This design comes from an exercise in tuning for small area, a short achievable clock period and few clock cycles on the open sky130 flow, not from production work. The RTL was checked by simulation tests, not by an equivalence proof against the original design.

Setup of amber:
## mul
module mul (
    input wire clk,
    input wire rst_n,
    input wire [32-1:0] multiplicand_i,
    input wire [32-1:0] multiplier_i,
    input wire                       valid_in,
    input wire                       ctrl_ready_i,
    input wire [                3:0] op_i,
    input wire [ 5-1:0] reg_waddr_i,
    input wire [3-1:0] commit_id_i,
    output reg [32-1:0] result_o,
    output reg                       valid_o,
    output reg [ 5-1:0] reg_waddr_o,
    output reg [3-1:0] commit_id_o
);
    wire en = ctrl_ready_i;
    wire op_mulh   = (op_i == 4'b0010);
    wire op_mulhsu = (op_i == 4'b0100);
    wire op_mulhu  = (op_i == 4'b1000);
    wire a_sext = (op_mulh | op_mulhsu) & multiplicand_i[31];
    wire b_sext = op_mulh & multiplier_i[31];
    wire [32:0] a_d  = {a_sext, multiplicand_i};
    wire        hi_d = op_mulh | op_mulhsu | op_mulhu;
    wire [34:0] bx = {b_sext, b_sext, multiplier_i, 1'b0};   
    wire [16:0] one_d, two_d, neg_d;
    genvar g;
    generate for (g = 0; g < 17; g = g + 1) begin : enc
        assign neg_d[g] = bx[2*g+2] & ~(bx[2*g+1] & bx[2*g]);
        assign one_d[g] = bx[2*g+1] ^ bx[2*g];
  ...
Size in the first run: about 3200 cells after synthesis, roughly 330 flip-flops, roughly 120 I/O pins, roughly 35000 sq um of cells after synthesis.
Settings: LEC_CHECK=0, CAP_MARGIN=20, CORE_MARGIN=2, CORE_UTILIZATION=40, CTS_BUF_LIST=sky130_fd_sc_hd__clkbuf_4 sky130_fd_sc_hd__clkbuf_8, CTS_CLUSTER_SIZE=30, PLACE_DENSITY=0.8, SETUP_SLACK_MARGIN=5, SLEW_MARGIN=20, TNS_END_PERCENT=100; clock period 10.0 ns.
standard.sh (not shown) runs the stock make flow with config.mk's settings and CLKGATE_MAP_FILE= SYNTH_SCRIPT=/design/flow/synth_recipe.tcl, a recipe that flattens the netlist after the stock synthesis.
==> flow/flow/run.sh <==
#!/bin/bash
set -o pipefail
bash standard.sh SETUP_SLACK_MARGIN=6.0 "BUFFER_PORTS_ARGS=-buffer_cell sky130_fd_sc_hd__buf_2" finish > standard_flow.log 2>&1
Testbench counts of amber, summed over its fixed seeds: cycles 8,824.
Edits applied to the flow inputs when going from amber to cedar:
==> flow/flow/run.sh <==
#!/bin/bash
set -o pipefail
bash standard.sh SETUP_SLACK_MARGIN=6.1 "BUFFER_PORTS_ARGS=-buffer_cell sky130_fd_sc_hd__buf_2" finish > standard_flow.log 2>&1
diff --git a/flow/config.mk b/flow/config.mk
--- a/flow/config.mk
+++ b/flow/config.mk
@@ -13 +13 @@
-export PLACE_DENSITY = 0.8
+export PLACE_DENSITY = 0.65
--- outcome ---
cedar completed every stage of the flow, and the final layout passed the timing, design-rule and antenna checks.
Global-route wire length before repair came out higher on cedar than on amber.
Compared cedar against amber; total placed cells including tap cells within noise.
met1 capacity usage during global routing ends up lower on amber.
Looking at met2 track demand over resource, cedar sits 1.6 points above amber.
The final reports for cedar and amber show period utilization lower in the former.
Worst hold margin: cedar > amber
cedar vs. amber: total detailed-routing wirelength now sits higher, cell area after synthesis neither gained nor lost much, design area increased by 1.0% relative to the old numbers.

---

Starting RTL as in the previous note.
clock: 10.0 ns
lec_check: 0
abc_area: 1
cap_margin: 20
core_margin: 2
core_utilization: 40
place_density: 0.65
setup_slack_margin: 5
slew_margin: 20
tns_end_percent: 100
==> flow/flow/run.sh <==
#!/bin/bash
set -o pipefail
bash standard.sh SETUP_SLACK_MARGIN=6.0 finish > standard_flow.log 2>&1
The starting point completed without violations.
Testbench counts at the start, summed over its fixed seeds: cycles 8,824.
==> next run, changes <==
==> flow/flow/run.sh (replaced) <==
#!/bin/bash
set -o pipefail
bash standard.sh SETUP_SLACK_MARGIN=5.8 finish > standard_flow.log 2>&1
Settings changed: ABC_AREA 1 to unset.
After rerunning: Die area came out lower by about 1.3%. Cell area came out lower by about 4%. Utilization came out lower by 1.6 points.
==> next run, changes <==
==> flow/flow/run.sh (replaced) <==
#!/bin/bash
set -o pipefail
bash standard.sh SETUP_SLACK_MARGIN=6.0 "BUFFER_PORTS_ARGS=-buffer_cell sky130_fd_sc_hd__buf_2" finish > standard_flow.log 2>&1
Settings changed: CTS_BUF_LIST set to sky130_fd_sc_hd__clkbuf_4 sky130_fd_sc_hd__clkbuf_8, CTS_CLUSTER_SIZE set to 30, TNS_END_PERCENT 100 to 10.
The new run completed with no timing, DRC or antenna violations.
Area after synthesis stays the same.
First-iteration DRC count fell by about 7%.
Register-to-register slack gets better by 0.07 ns.
Cell count went up by 0.93%.
Non-clock buffer count came out higher by 7.
Die area stays the same.
==> next run, changes <==
==> flow/flow/run.sh (replaced) <==
#!/bin/bash
set -o pipefail
bash standard.sh SETUP_SLACK_MARGIN=6.2 finish > standard_flow.log 2>&1
Settings changed: CTS_BUF_LIST sky130_fd_sc_hd__clkbuf_4 sky130_fd_sc_hd__clkbuf_8 to unset, CTS_CLUSTER_SIZE 30 to unset, TNS_END_PERCENT 10 to 100.
Result: Sequential share of layout area is lower by 2.0 points; routed wire length climbs by 6.2%; hold slack improves by 0.0038 ns; critical path depth goes up by 1; via count is higher by 2.2%; setup slack improved by 0.22 ns; maximum frequency is higher by 5.8%; global-route usage barely changes; non-clock buffer count rises by 88; register-to-register slack improves by 0.22 ns.
==> next run, changes <==
==> flow/flow/run.sh (replaced) <==
#!/bin/bash
set -o pipefail
bash standard.sh SETUP_SLACK_MARGIN=6.5 finish > standard_flow.log 2>&1
=> The changed run finished clean; core utilization rose by 3.1 points; cell count increases by 1.9%; design area went up by 6.7%; sequential share of layout area decreases by 1.5 points; via count goes up by 4.4%; first-iteration DRC count is about the same; register-to-register slack improves by 0.12 ns; count of clock-buffer cells in the layout increases by 6.

==> re-timing with driven ports <==
The results above use ideal ports. As a check the final layouts listed here were re-extracted and re-timed, cells and wires unchanged. Step 1 (the two cells are an assumption about what drives the block):
set clk [get_ports {clk}]
set_driving_cell -lib_cell sky130_fd_sc_hd__clkbuf_16 $clk
set_driving_cell -lib_cell sky130_fd_sc_hd__buf_2 [delete_from_list [all_inputs] $clk]
Step 2, shift: input delay + t, output delay - t, t = (earliest + latest rising clock arrival at the registers) / 2. This alone moves slack from input paths to output paths. Slacks: ideal ports / drivers / drivers and shift; pairs: ideal ports / drivers.
run | t, ns | slack for setup (ns) | hold WS [ns] | worst register clock-pin slew, ns | pins driven straight from the clock port
amber | 0.788 | 5.909 / 5.909 / 5.893 | 0.413 / 0.413 / 0.413 | 0.09 / 0.09 | 1
cedar | 0.753 | 6.110 / 6.110 / 5.819 | 0.419 / 0.419 / 0.419 | 0.08 / 0.08 | 1
the first run of note 2 | 0.673 | 5.989 / 5.989 / 5.667 | 0.416 / 0.416 / 0.416 | 0.07 / 0.07 | 1
the second run of note 2 | 0.649 | 5.859 / 5.859 / 5.616 | 0.419 / 0.419 / 0.419 | 0.06 / 0.06 | 1
the third run of note 2 | 0.758 | 5.930 / 5.930 / 5.930 | 0.416 / 0.416 / 0.416 | 0.07 / 0.07 | 1
the fourth run of note 2 | 0.651 | 6.151 / 6.151 / 5.730 | 0.420 / 0.420 / 0.420 | 0.07 / 0.07 | 1
the fifth run of note 2 | 0.670 | 6.270 / 6.270 / 6.008 | 0.418 / 0.418 / 0.418 | 0.07 / 0.07 | 1
After both steps setup and hold are still met in every run listed. The setup slack of the fourth run of note 2, which loses most, moves by 0.000 ns with the drivers and by -0.421 ns with both steps.
